From an optimization exercise on the open Yosys and OpenROAD flow, aimed at small area, a short achievable clock period and few clock cycles; shortcuts taken in it are not production practice. No functional check of the RTL was part of this run. Power and IR drop assume default switching activity.

==> design/flow/run.sh <==
#!/bin/bash
# synth_recipe.tcl (not shown) runs the flow's synth.tcl, then flattens the netlist and writes it again
# the make line also repeats each setting of config.mk as NAME=value (left out here)
make -C /OpenROAD-flow-scripts/flow DESIGN_CONFIG=/design/flow/config.mk WORK_HOME=/design/flow/orfs CLKGATE_MAP_FILE= SYNTH_SCRIPT=/design/flow/synth_recipe.tcl finish
==> design/flow/config.mk <==
export PLATFORM = sky130hd
export DESIGN_NAME = SingleCycleCPU
export DESIGN_NICKNAME = SingleCycleCPU
export VERILOG_FILES = /design/flow/design.v
export SDC_FILE = /design/flow/constraint.sdc
export NUM_CORES = 8
export LEC_CHECK = 0
export CAP_MARGIN = 20
export CORE_MARGIN = 2
export CORE_UTILIZATION = 40
export SLEW_MARGIN = 20
==> design/flow/constraint.sdc <==
create_clock -name core_clock -period 230.0 [get_ports {clk}]
set_input_delay 46.0000 -clock core_clock [delete_from_list [all_inputs] [get_ports {clk}]]
set_output_delay 46.0000 -clock core_clock [all_outputs]
set_load 0.01 [all_outputs]
==> design/flow/design.v <==
module SingleCycleCPU(halt, clk, rst,
                      imem_addr, imem_data,
                      dmem_addr, dmem_size, dmem_wdata, dmem_we, dmem_rdata);
   output halt;
   input  clk, rst;
   output [31:0] imem_addr;
   input  [31:0] imem_data;
   output [31:0] dmem_addr;
   output [1:0]  dmem_size;
   output [31:0] dmem_wdata;
   output        dmem_we;
   input  [31:0] dmem_rdata;
   reg [31:0] fpc;           
   reg [31:0] ir;            
   reg        ir_v;
   reg        halt_r;
   reg        w_v;           
   reg        w_ld;          
   reg [4:0]  w_rd;
   reg [2:0]  w_f3;
   reg [31:0] w_data;        
   reg [31:0] st_data;
   reg        st_we;
   reg        m_busy;
   reg [32:0] m_acc;         
   reg [35:0] m_lo;          
   reg [3:0]  m_cnt;         
   reg        m_bp;          
   reg [31:0] rf [1:31];
   assign imem_addr  = fpc;
   assign dmem_addr  = w_data;
   assign dmem_size  = w_f3[1:0];
   assign dmem_wdata = st_data;
   assign dmem_we    = st_we;
   assign halt       = halt_r;
   wire [6:0] op  = ir[6:0];
   wire [2:0] f3  = ir[14:12];
   wire [6:0] f7  = ir[31:25];
   wire [4:0] rd  = ir[11:7];
   wire [4:0] rs1 = ir[19:15];
   wire [4:0] rs2 = ir[24:20];
   wire is_op    = (op == 7'b0110011);
   wire is_opimm = (op == 7'b0010011);
   wire is_load  = (op == 7'b0000011);
   wire is_store = (op == 7'b0100011);
   wire is_br    = (op == 7'b1100011);
   wire is_jal   = (op == 7'b1101111);
   wire is_jalr  = (op == 7'b1100111);
   wire is_lui   = (op == 7'b0110111);
   wire is_auipc = (op == 7'b0010111);
   wire f7_zero  = (f7 == 7'b0000000);
   wire f7_alt   = (f7 == 7'b0100000);
   wire f7_m     = (f7 == 7'b0000001);
   wire is_m     = is_op & f7_m;
   wire [31:0] imm_i = {{20{ir[31]}}, ir[31:20]};
   wire [31:0] imm_s = {{20{ir[31]}}, ir[31:25], ir[11:7]};
   wire [31:0] imm_b = {{19{ir[31]}}, ir[31], ir[7], ir[30:25], ir[11:8], 1'b0};
   wire [31:0] imm_j = {{11{ir[31]}}, ir[31], ir[19:12], ir[20], ir[30:21], 1'b0};
   wire [31:0] imm_u = {ir[31:12], 12'b0};
   wire [31:0] rf_a = (rs1 == 5'd0) ? 32'd0 : rf[rs1];
   wire [31:0] rf_b = (rs2 == 5'd0) ? 32'd0 : rf[rs2];
   wire fwd_a = w_v & ~w_ld & (w_rd == rs1);
   wire fwd_b = w_v & ~w_ld & (w_rd == rs2);
   wire [31:0] a = fwd_a ? w_data : rf_a;
   wire [31:0] b = fwd_b ? w_data : rf_b;
   wire uses1 = ~(is_lui | is_auipc | is_jal);
   wire uses2 = is_op | is_store | is_br;
   wire lu_stall = ir_v & w_v & w_ld &
                   (((w_rd == rs1) & uses1) | ((w_rd == rs2) & uses2));
   wire [31:0] opb = (is_op | is_br) ? b : (is_store ? imm_s : imm_i);
   wire alu_sub = is_br | (is_op & f7[5] & (f3 == 3'b000)) |
                  ((is_op | is_opimm) & (f3[2:1] == 2'b01));
   wire [32:0] sum33;
   rca #(32) u_add(.a(a), .b(alu_sub ? ~opb : opb), .ci(alu_sub), .s(sum33));
   wire [31:0] sum = sum33[31:0];
   wire ltu = ~sum33[32];
   wire lt  = (a[31] ^ opb[31]) ? a[31] : sum[31];
   wire eq  = (sum == 32'd0);
   reg br_t;
   always @* begin
      case (f3)
        3'b000: br_t = eq;
        3'b001: br_t = ~eq;
        3'b100: br_t = lt;
        3'b101: br_t = ~lt;
        3'b110: br_t = ltu;
        3'b111: br_t = ~ltu;
        default: br_t = 1'b0;
      endcase
   end
   wire sh_ok  = is_op | (f3[2] ? (f7_zero | f7_alt) : f7_zero);
   wire sh_sra = f3[2] & f7[5];
   wire mul_sa = (f3[1:0] != 2'b11);       
   wire mul_sb = ~f3[1];                   
   wire [32:0] xa = {mul_sa & a[31], a};
   wire [32:0] xb = {mul_sb & b[31], b};
   wire [31:0] ea = ~(xa[31:0] ^ {32{xa[32]}});
   wire [31:0] eb = ~(xb[31:0] ^ {32{xb[32]}});
   wire [7:0] ta, tb;
   genvar gi;
   generate for (gi = 1; gi <= 8; gi = gi + 1) begin : g_fit
      assign ta[gi-1] = &ea[31:4*gi-1];
      assign tb[gi-1] = &eb[31:4*gi-1];
   end endgenerate
   wire mul_swap = |(ta & ~tb);            
   wire [32:0] mier  = mul_swap ? xa : xb;
   wire [32:0] mcand = mul_swap ? xb : xa;
   wire [8:0]  tm = {1'b1, ta | tb};       
   wire [8:0]  mchunks = tm & ~{tm[7:0], 1'b0};
   wire [3:0]  mbits = m_busy ? m_lo[3:0] : mier[3:0];
   wire [32:0] acc0  = m_busy ? m_acc : 33'd0;
   wire [35:0] lo_in = m_busy ? m_lo : {{3{mier[32]}}, mier};
   wire [33:0] bsum0, bsum1, bsum2, bsum3;
   wire [32:0] acc1 = bsum0[33:1], acc2 = bsum1[33:1], acc3 = bsum2[33:1], acc4 = bsum3[33:1];
   booth_row u_b0(.acc(acc0), .m(mcand), .cur(mbits[0]), .prev(m_busy & m_bp), .s(bsum0));
   booth_row u_b1(.acc(acc1), .m(mcand), .cur(mbits[1]), .prev(mbits[0]), .s(bsum1));
   booth_row u_b2(.acc(acc2), .m(mcand), .cur(mbits[2]), .prev(mbits[1]), .s(bsum2));
   booth_row u_b3(.acc(acc3), .m(mcand), .cur(mbits[3]), .prev(mbits[2]), .s(bsum3));
   wire [35:0] lo_nx = {bsum3[0], bsum2[0], bsum1[0], bsum0[0], lo_in[35:4]};
   wire [3:0] mul_ci = m_busy ? m_cnt : 4'd0;     
   wire mul_last = tm[mul_ci];
   wire mul_c9 = mchunks[8];
   reg [5:0] mul_amt;
   always @* begin
      case (1'b1)
        mchunks[0]: mul_amt = 6'd28;
        mchunks[1]: mul_amt = 6'd24;
        mchunks[2]: mul_amt = 6'd20;
        mchunks[3]: mul_amt = 6'd16;
        mchunks[4]: mul_amt = 6'd12;
        mchunks[5]: mul_amt = 6'd8;
        mchunks[6]: mul_amt = 6'd4;
        mchunks[7]: mul_amt = 6'd0;
        default:    mul_amt = 6'd28;
      endcase
   end
   wire mul_low = (f3[1:0] == 2'b00) | mul_c9;    
   wire dsgn = ~f3[0];
   wire negA = dsgn & a[31];
   wire negB = dsgn & b[31];
   wire [31:0] absA = negA ? (~a + 32'd1) : a;
   wire [31:0] absB = negB ? (~b + 32'd1) : b;
   wire bz = (b == 32'd0);
   wire [5:0] lzA, lzB;
   clz32 u_lza(.x(absA), .n(lzA));
   clz32 u_lzb(.x(absB), .n(lzB));
   wire a_lt = (lzA > lzB);                   
   wire [5:0] dsh = lzB - lzA;                
   wire [5:0] dn  = (dsh + 6'd2) & 6'b111110;  
   wire [3:0] dpairs_m1 = dn[4:1] - 4'd1;     
   wire [3:0] dj = m_cnt;
   wire [31:0] absA_sh = absA >> {dj, 1'b0};
   wire dbit1 = absA_sh[1];
   wire dbit0 = absA_sh[0];
   wire [32:0] dt1, dt2;
   wire dge1_c, dge2_c;
   wire [32:0] dr1 = {m_acc[31:0], dbit1};
   rca #(33) u_ds1(.a(dr1), .b(~{1'b0, absB}), .ci(1'b1), .s({dge1_c, dt1}));
   wire [31:0] drem1 = dge1_c ? dt1[31:0] : dr1[31:0];
   wire [32:0] dr2 = {drem1, dbit0};
   rca #(33) u_ds2(.a(dr2), .b(~{1'b0, absB}), .ci(1'b1), .s({dge2_c, dt2}));
   wire [31:0] drem2 = dge2_c ? dt2[31:0] : dr2[31:0];
   wire [31:0] dquo2 = {m_lo[29:0], dge1_c, dge2_c};
   wire div_last = (m_cnt == 4'd0);
   wire is_rem = f3[1];
   wire dneg = is_rem ? negA : (negA ^ negB);
   wire [31:0] dres_raw = is_rem ? drem2 : dquo2;
   wire [31:0] dres = dneg ? (~dres_raw + 32'd1) : dres_raw;
   wire [31:0] dres_early = is_rem ? a : {32{bz}};
   wire is_mul = is_m & ~f3[2];
   wire is_div = is_m & f3[2];
   reg [31:0] fs_hi, fs_lo;
   reg [5:0]  fs_amt;
   always @* begin
      if (is_mul) begin
         fs_hi  = mul_low ? acc4[31:0] : {32{acc4[32]}};
         fs_lo  = mul_low ? lo_nx[35:4] : acc4[31:0];
         fs_amt = mul_amt;
      end else if (is_div) begin
         fs_hi  = 32'd0;
         fs_lo  = absA;
         fs_amt = dn;
      end else if (f3[2]) begin                  
         fs_hi  = {32{sh_sra & a[31]}};
         fs_lo  = a;
         fs_amt = {1'b0, opb[4:0]};
      end else begin                             
         fs_hi  = a;
         fs_lo  = 32'd0;
         fs_amt = 6'd32 - {1'b0, opb[4:0]};
      end
   end
   wire [31:0] fs_out;
   funnel u_fs(.hi(fs_hi), .lo(fs_lo), .amt(fs_amt), .y(fs_out));
   wire m_go = ir_v & is_m & ~lu_stall & ~halt_r;
   wire m_done = is_mul ? mul_last :
                 (m_busy ? div_last : (bz | a_lt));
   wire m_stall = m_go & ~m_done;
   wire [31:0] m_res = is_mul ? fs_out : (m_busy ? dres : dres_early);
   reg [31:0] alu;
   always @* begin
      case (f3)
        3'b000: alu = sum;
        3'b001: alu = sh_ok ? fs_out : 32'd0;
        3'b010: alu = {31'd0, lt};
        3'b011: alu = {31'd0, ltu};
        3'b100: alu = a ^ opb;
        3'b101: alu = sh_ok ? fs_out : 32'd0;
        3'b110: alu = a | opb;
        default: alu = a & opb;
      endcase
   end
   wire [31:0] imm_pc = is_br ? imm_b : (is_jal ? imm_j : imm_u);
   wire [31:0] imm_pcm4;
   dec4 u_dec(.x(imm_pc), .y(imm_pcm4));
   wire [32:0] pcadd33;
   rca #(32) u_pcadd(.a(fpc), .b(imm_pcm4), .ci(1'b0), .s(pcadd33));
   wire [31:0] pcadd = pcadd33[31:0];
   wire [31:0] x_res = is_lui ? imm_u :
                       is_auipc ? pcadd :
                       (is_jal | is_jalr) ? fpc :
                       is_m ? m_res :
                       (is_load | is_store) ? sum : alu;
   wire ok_op   = is_op & (f7_zero | f7_m | (f7_alt & ((f3 == 3'b000) | (f3 == 3'b101))));
   wire ok_load = is_load & ((f3 == 3'b000) | (f3 == 3'b100) |
                             ((f3 == 3'b010) & (sum[1:0] == 2'b00)) |
                             (((f3 == 3'b001) | (f3 == 3'b101)) & ~sum[0]));
   wire ok_store = is_store & ((f3 == 3'b000) | ((f3 == 3'b001) & ~sum[0]) |
                               ((f3 == 3'b010) & (sum[1:0] == 2'b00)));
   wire legal = ok_op | is_opimm | is_lui | is_auipc | is_jal |
                (is_jalr & (f3 == 3'b000)) | (is_br & (f3[2:1] != 2'b01)) |
                ok_load | ok_store;
   wire stall  = lu_stall | m_stall;
   wire x_go   = ir_v & ~stall & legal & ~halt_r;
   wire x_halt = ir_v & ~lu_stall & ~legal;
   wire take   = is_jal | is_jalr | (is_br & br_t);
   wire redirect = x_go & take;
   wire [31:0] target = is_jalr ? {sum[31:1], 1'b0} : pcadd;
   wire writes_rd = is_op | is_opimm | is_load | is_lui | is_auipc | is_jal | is_jalr;
   wire [31:0] fpc_inc;
   inc4 u_inc(.x(fpc), .y(fpc_inc));
   wire [31:0] ld_val;
   assign ld_val[7:0]   = dmem_rdata[7:0];
   wire ld_fill = ~w_f3[2] & (w_f3[0] ? dmem_rdata[15] : dmem_rdata[7]);
   assign ld_val[15:8]  = (w_f3[1:0] == 2'b00) ? {8{ld_fill}} : dmem_rdata[15:8];
   assign ld_val[31:16] = w_f3[1] ? dmem_rdata[31:16] : {16{ld_fill}};
   wire [31:0] wb_val = w_ld ? ld_val : w_data;
   always @(posedge clk)
      if (w_v) rf[w_rd] <= wb_val;
   always @(posedge clk or negedge rst) begin
      if (!rst) begin
         fpc    <= 32'd0;
         ir_v   <= 1'b0;
         halt_r <= 1'b0;
         w_v    <= 1'b0;
         st_we  <= 1'b0;
         m_busy <= 1'b0;
      end else begin
         if (!halt_r) begin
            if (redirect)
               fpc <= target;
            else if (!stall)
               fpc <= fpc_inc;
            if (!stall)
               ir_v <= ~redirect;
         end
         halt_r <= halt_r | x_halt;
         w_v    <= x_go & writes_rd & (rd != 5'd0);
         st_we  <= x_go & is_store;
         m_busy <= m_stall;
      end
   end
   always @(posedge clk) begin
      if (!stall)
         ir <= imem_data;
      w_ld    <= is_load;
      w_rd    <= rd;
      w_f3    <= f3;
      w_data  <= x_res;
      st_data <= b;
      if (m_go) begin
         if (is_mul) begin
            m_acc <= acc4;
            m_lo  <= lo_nx;
            m_bp  <= mbits[3];
            m_cnt <= mul_ci + 4'd1;
         end else if (!m_busy) begin
            m_acc <= {1'b0, fs_out};
            m_lo  <= 36'd0;
            m_cnt <= dpairs_m1;
         end else begin
            m_acc <= {1'b0, drem2};
            m_lo  <= {4'd0, dquo2};
            m_cnt <= m_cnt - 4'd1;
         end
      end
   end
endmodule
module rca #(parameter W = 32) (a, b, ci, s);
   input  [W-1:0] a, b;
   input          ci;
   output [W:0]   s;
   wire [W:0] c;
   assign c[0] = ci;
   genvar i;
   generate for (i = 0; i < W; i = i + 1) begin : g
      assign s[i]   = a[i] ^ b[i] ^ c[i];
      assign c[i+1] = (a[i] & b[i]) | (c[i] & (a[i] ^ b[i]));
   end endgenerate
   assign s[W] = c[W];
endmodule
module booth_row(acc, m, cur, prev, s);
   input  [32:0] acc, m;
   input         cur, prev;
   output [33:0] s;
   wire sub = cur & ~prev;
   wire add = prev & ~cur;
   wire [32:0] mm = ({33{sub}} ^ m) & {33{sub | add}};
   wire [34:0] t;
   rca #(34) u(.a({acc[32], acc}), .b({mm[32], mm}), .ci(sub), .s(t));
   assign s = t[33:0];
endmodule
module dec4(x, y);
   input  [31:0] x;
   output [31:0] y;
   wire [32:2] z;
   assign z[2] = 1'b1;
   genvar i;
   generate for (i = 2; i < 32; i = i + 1) begin : g
      assign y[i]   = x[i] ^ z[i];
      assign z[i+1] = z[i] & ~x[i];
   end endgenerate
   assign y[1:0] = x[1:0];
endmodule
module inc4(x, y);
   input  [31:0] x;
   output [31:0] y;
   wire [32:2] z;
   assign z[2] = 1'b1;
   genvar i;
   generate for (i = 2; i < 32; i = i + 1) begin : g
      assign y[i]   = x[i] ^ z[i];
      assign z[i+1] = z[i] & x[i];
   end endgenerate
   assign y[1:0] = x[1:0];
endmodule
module clz32(x, n);
   input  [31:0] x;
   output reg [5:0] n;
   integer i;
   always @* begin
      n = 6'd32;
      for (i = 0; i < 32; i = i + 1)
         if (x[i]) n = 6'd31 - i;
   end
endmodule
module funnel(hi, lo, amt, y);
   input  [31:0] hi, lo;
   input  [5:0]  amt;
   output [31:0] y;
   wire [62:0] s5 = amt[5] ? {31'd0, hi} : {hi[30:0], lo};
   wire [46:0] s4 = amt[4] ? s5[62:16] : s5[46:0];
   wire [38:0] s3 = amt[3] ? s4[46:8]  : s4[38:0];
   wire [34:0] s2 = amt[2] ? s3[38:4]  : s3[34:0];
   wire [32:0] s1 = amt[1] ? s2[34:2]  : s2[32:0];
   assign y = amt[0] ? s1[32:1] : s1[31:0];
endmodule
==> metrics.md <==
| Metric | Value |
|---|---|
| Status | no timing/DRC/antenna violations |
| Via count | 69,884 |
| Unrepaired setup endpoints after global routing | no |
| Hold Path Class | register to register |
| Pint | 517 µW |
| Worst-path maximum fanout | 6 |
| Sum of buffers and inverters on the critical path | 1 |
| Core ar. | around 0.2 mm² |
| Sw Share | 0.438 |
| Top FF cell, synth | edfxtp_1 |
| Post-synth top area cell | edfxtp_1 |
| Pin count of the biggest net entering global routing | 100 |
| Reg area | roughly 0.036 mm² |
| Non-Filler Instances | 9,992 |
| Clock transition at the registers of the reported paths | ~60 ps |
| Residual DRC count | 0 |
| Leak | between 0.03 and 0.04 µW |
| Die area | between 0.2 and 0.25 mm² |
| WL/cell | ~42 µm |
| Final min period | between 40,000 and 50,000 ps |
| Port bufs | approximately 160 |
| Pwr dens | ~9.9 mW/mm² |
| Seq cells post-synth | 1,217 |
| Seq pwr share | 0.275 |
| Root Buffer | clkbuf_16 |
| Post-DP HPWL | between 200,000 and 300,000 µm |
| Kind of start point of the critical path | register |
| DR pass1 iterations | 9 |
| Comb pwr share | 0.460 |
| Synth top area cells | edfxtp_1 (40%), mux4_2 (11%), fa_1 (6.2%), mux2i_1 (3.8%), nor2_1 (2.7%) |
| First-pass GRT wire length | ~560,000 µm |
| Initial Util | 0.403 |
| Postcts setup bufs | 0 |
| Fin Setup TNS | 0 ps |
| Fmax | 20.7 MHz |
| Fin Clk Skew | 105 ps |
| Worst Setup End Kind | output pin |
| Fill count | between 15,000 and 20,000 |
| TritonCTS clock tree | built |
| Post-synthesis sequential area ratio | 0.430 |
| Net Sw Power | between 400 and 500 µW |
| Cell Count Post-Placement | a little under 10,000 |
| Synth Instances | 7,090 |
| Share of layout cells above drive strength 1 | 0.176 |
| CP delay by family, top | buffers and inverters |
| H-tree depth | 4 |
| EDFF count, synth | roughly 1,100 |
| Post-placement setup slack | between 150,000 and 200,000 ps |
| Area of the multi-input gates | roughly 0.044 mm² |
| Routed Antenna Nets | 0 |
| DIE WIDTH | between 400 and 500 µm |
| Crit path kind | register to output pin |
| Final Hold Viols | 0 |
| Nets | roughly 7,600 |
| Post-Route WL | roughly 410,000 µm |
| Max clock buf depth | 3 |
| Top cell type's share of synthesized area | 0.399 |
| Std cell rows | roughly 170 |
| Crit path required time | approximately 180,000 ps |
| Count of cell types in the netlist | ~130 |
| Slowest stage cell, crit path | clkdlybuf4s50_1 |
| Post-synth ARST share | 0.0296 |
| Avg Cell Area, Syn | between 10 and 15 µm² |
| Number of global-route vias before repair | 65,797 |
| Vias per cell | ~7 |
| Max_slew headroom | 0.148 |
| Fin crit share | 0.210 |
| Critical path arrival | between 2000 and 2500 ps |
| CTS Buf Count | roughly 140 |
| Gr usage total | 0.388 |
| Crit path cell chain | clkdlybuf4s50_1 |
| CTS Sinks | ~1,200 |
| Synthesized cell area | 0.0826 mm² |
| Initial antenna violation count | 47 |
| Setup ws final | 181,690 ps |
| Ports | 166 |
| Die height | 458 µm |
| Gr ovfl total | 0 |
| Layout area overhead | 12.6% |
| Mapped Nets | between 7,000 and 8,000 |
| Final setup vio count | 0 |
| Final Max Slew Viols | 0 |
| Skew-Pair Late Insertion Delay | 880 ps |
| Clock Power Share | 0.264 |
| Slowest Stage Delay on Critical Path | about 800 ps |
| VDD IR max | roughly 0.000027 V |
| Max Cap Violations | 0 |
| Core Util, Final | 0.454 |
| Final GP Congestion | about 1.1 |
| Iter 0 DRT Violations | around 13,000 |
| Yosys warning total | 2 |
| CTS resizes | 0 |
| Worst Tran Pin Value | ~1300 ps |
| Hold-fix buffers at CTS | 0 |
[synthesized netlist by cell type, types with 110 or more instances]
master and n:
mux4_2 402, inv_1 254, mux2i_1 310, nand2_1 521, nand3_1 127, o22ai_1 117, a21oi_1 442, xor2_1 110
ha_1 149, fa_1 255, nor2_1 600, clkbuf_1 269, edfxtp_1 1098, xnor2_1 172, o21ai_0 337, a211oi_1 110
[state kept, by name, indices dropped and copies added, names as in the netlist, 3 cells and up, named ones only]
register,flops
m_lo,36
rf,992
ir,32
st_data,32
m_cnt,4
w_data,32
w_rd,5
m_acc,33
fpc,31
w_f3,3
[metal layers]
layer,GRT usage,vias up,part of all wire
met5,0,-,0.00039
met4,0.327,26,0.10
met3,0.127,1597,0.13
met2,0.568,6022,0.43
met1,0.463,34973,0.33
li1,-,27266,-
[worst paths after layout]
path / start / cells past startpoint / end / slack (ps)
max reg2reg: register / 101 / w_data[26] / 188690
min reg2reg: fpc[17] / 2 / fpc[17] / 550
min: fpc[17] / 2 / fpc[17] / 550
min in group asynchronous: rst / 1 / fpc[20] / 45140
max: w_data[6] / 1 / dmem_addr[6] / 181690
max in group asynchronous: rst / 1 / m_busy / 184370
[cells by family after synthesis]
logic type,share of synthesized area
AOI/OAI and AO/OA,0.142
adders and majority gates,0.0844
xor gates and xnor gates,0.0299
and+or+nand+nor,0.100
muxes,0.166
other,0.0000454
buffers and inverters,0.0470
DFF,0.430
[per-stage QoR]
step,total power (µW),cell area (µm²),hold WS (ps)
after CTS,895,92800,562
after floorplan,465,82600,346
final,921,93000,551
after global placement,649,87800,519
after global routing,938,93000,581
after detailed placement,654,87900,543
[power by group through the flow]
stage / Combinational (µW) / Sequential, µW / Clock, µW
after floorplan: 208 / 257 / 0
after global placement: 391 / 258 / 0
after detailed placement: 396 / 258 / 0
after CTS: 397 / 254 / 244
after global routing: 432 / 254 / 253
final: 424 / 254 / 243
[layout by cell type (no fill, tap or decap), types with 107 or more instances in the layout]
| cell type | instances |
|---|---|
| xor2_1 | 110 |
| o22ai_1 | 117 |
| nor2_1 | 561 |
| o21ai_0 | 332 |
| ha_1 | 145 |
| fa_1 | 255 |
| nand3_1 | 127 |
| edfxtp_1 | 1098 |
| inv_1 | 251 |
| mux2i_1 | 309 |
| clkdlybuf4s50_1 | 163 |
| xnor2_1 | 172 |
| clkbuf_16 | 143 |
| a21oi_1 | 418 |
| buf_4 | 307 |
| nand2_1 | 516 |
| mux4_2 | 402 |
| a211oi_1 | 107 |
[area by class of cell]
cell class              instances  share of cell area
diodes                         25            0.000672
clock buffers                 173              0.0400
clock inverters                84              0.0136
inverters                     271              0.0110
multi-input cells            5057               0.473
flip-flops and latches       1217               0.382
well taps                    2688              0.0361
repair buffers                477              0.0437

==> afterwards: timing with drivers on the ports <==
Ports are ideal in the flow. The routed layout listed here was re-timed in OpenROAD.
Step 1: set_driving_cell puts a clkbuf_16 on clk and a buf_2 on each other input, an assumption about the parent block.
Step 2, shift: input delay + t, output delay - t, t = (earliest + latest rising clock arrival at the registers) / 2. This alone moves slack from input paths to output paths.
Slacks: ideal ports / drivers / drivers and shift; pairs: ideal ports / drivers.
t (ns): 0.909
setup slack, ns: 181.692 / 181.609 / 181.297
clock arrival spread, ns: 0.106 / 0.105
After both steps this run still meets setup and hold. The setup slack of this run moves by -0.083 ns with the drivers and by -0.395 ns with both steps.
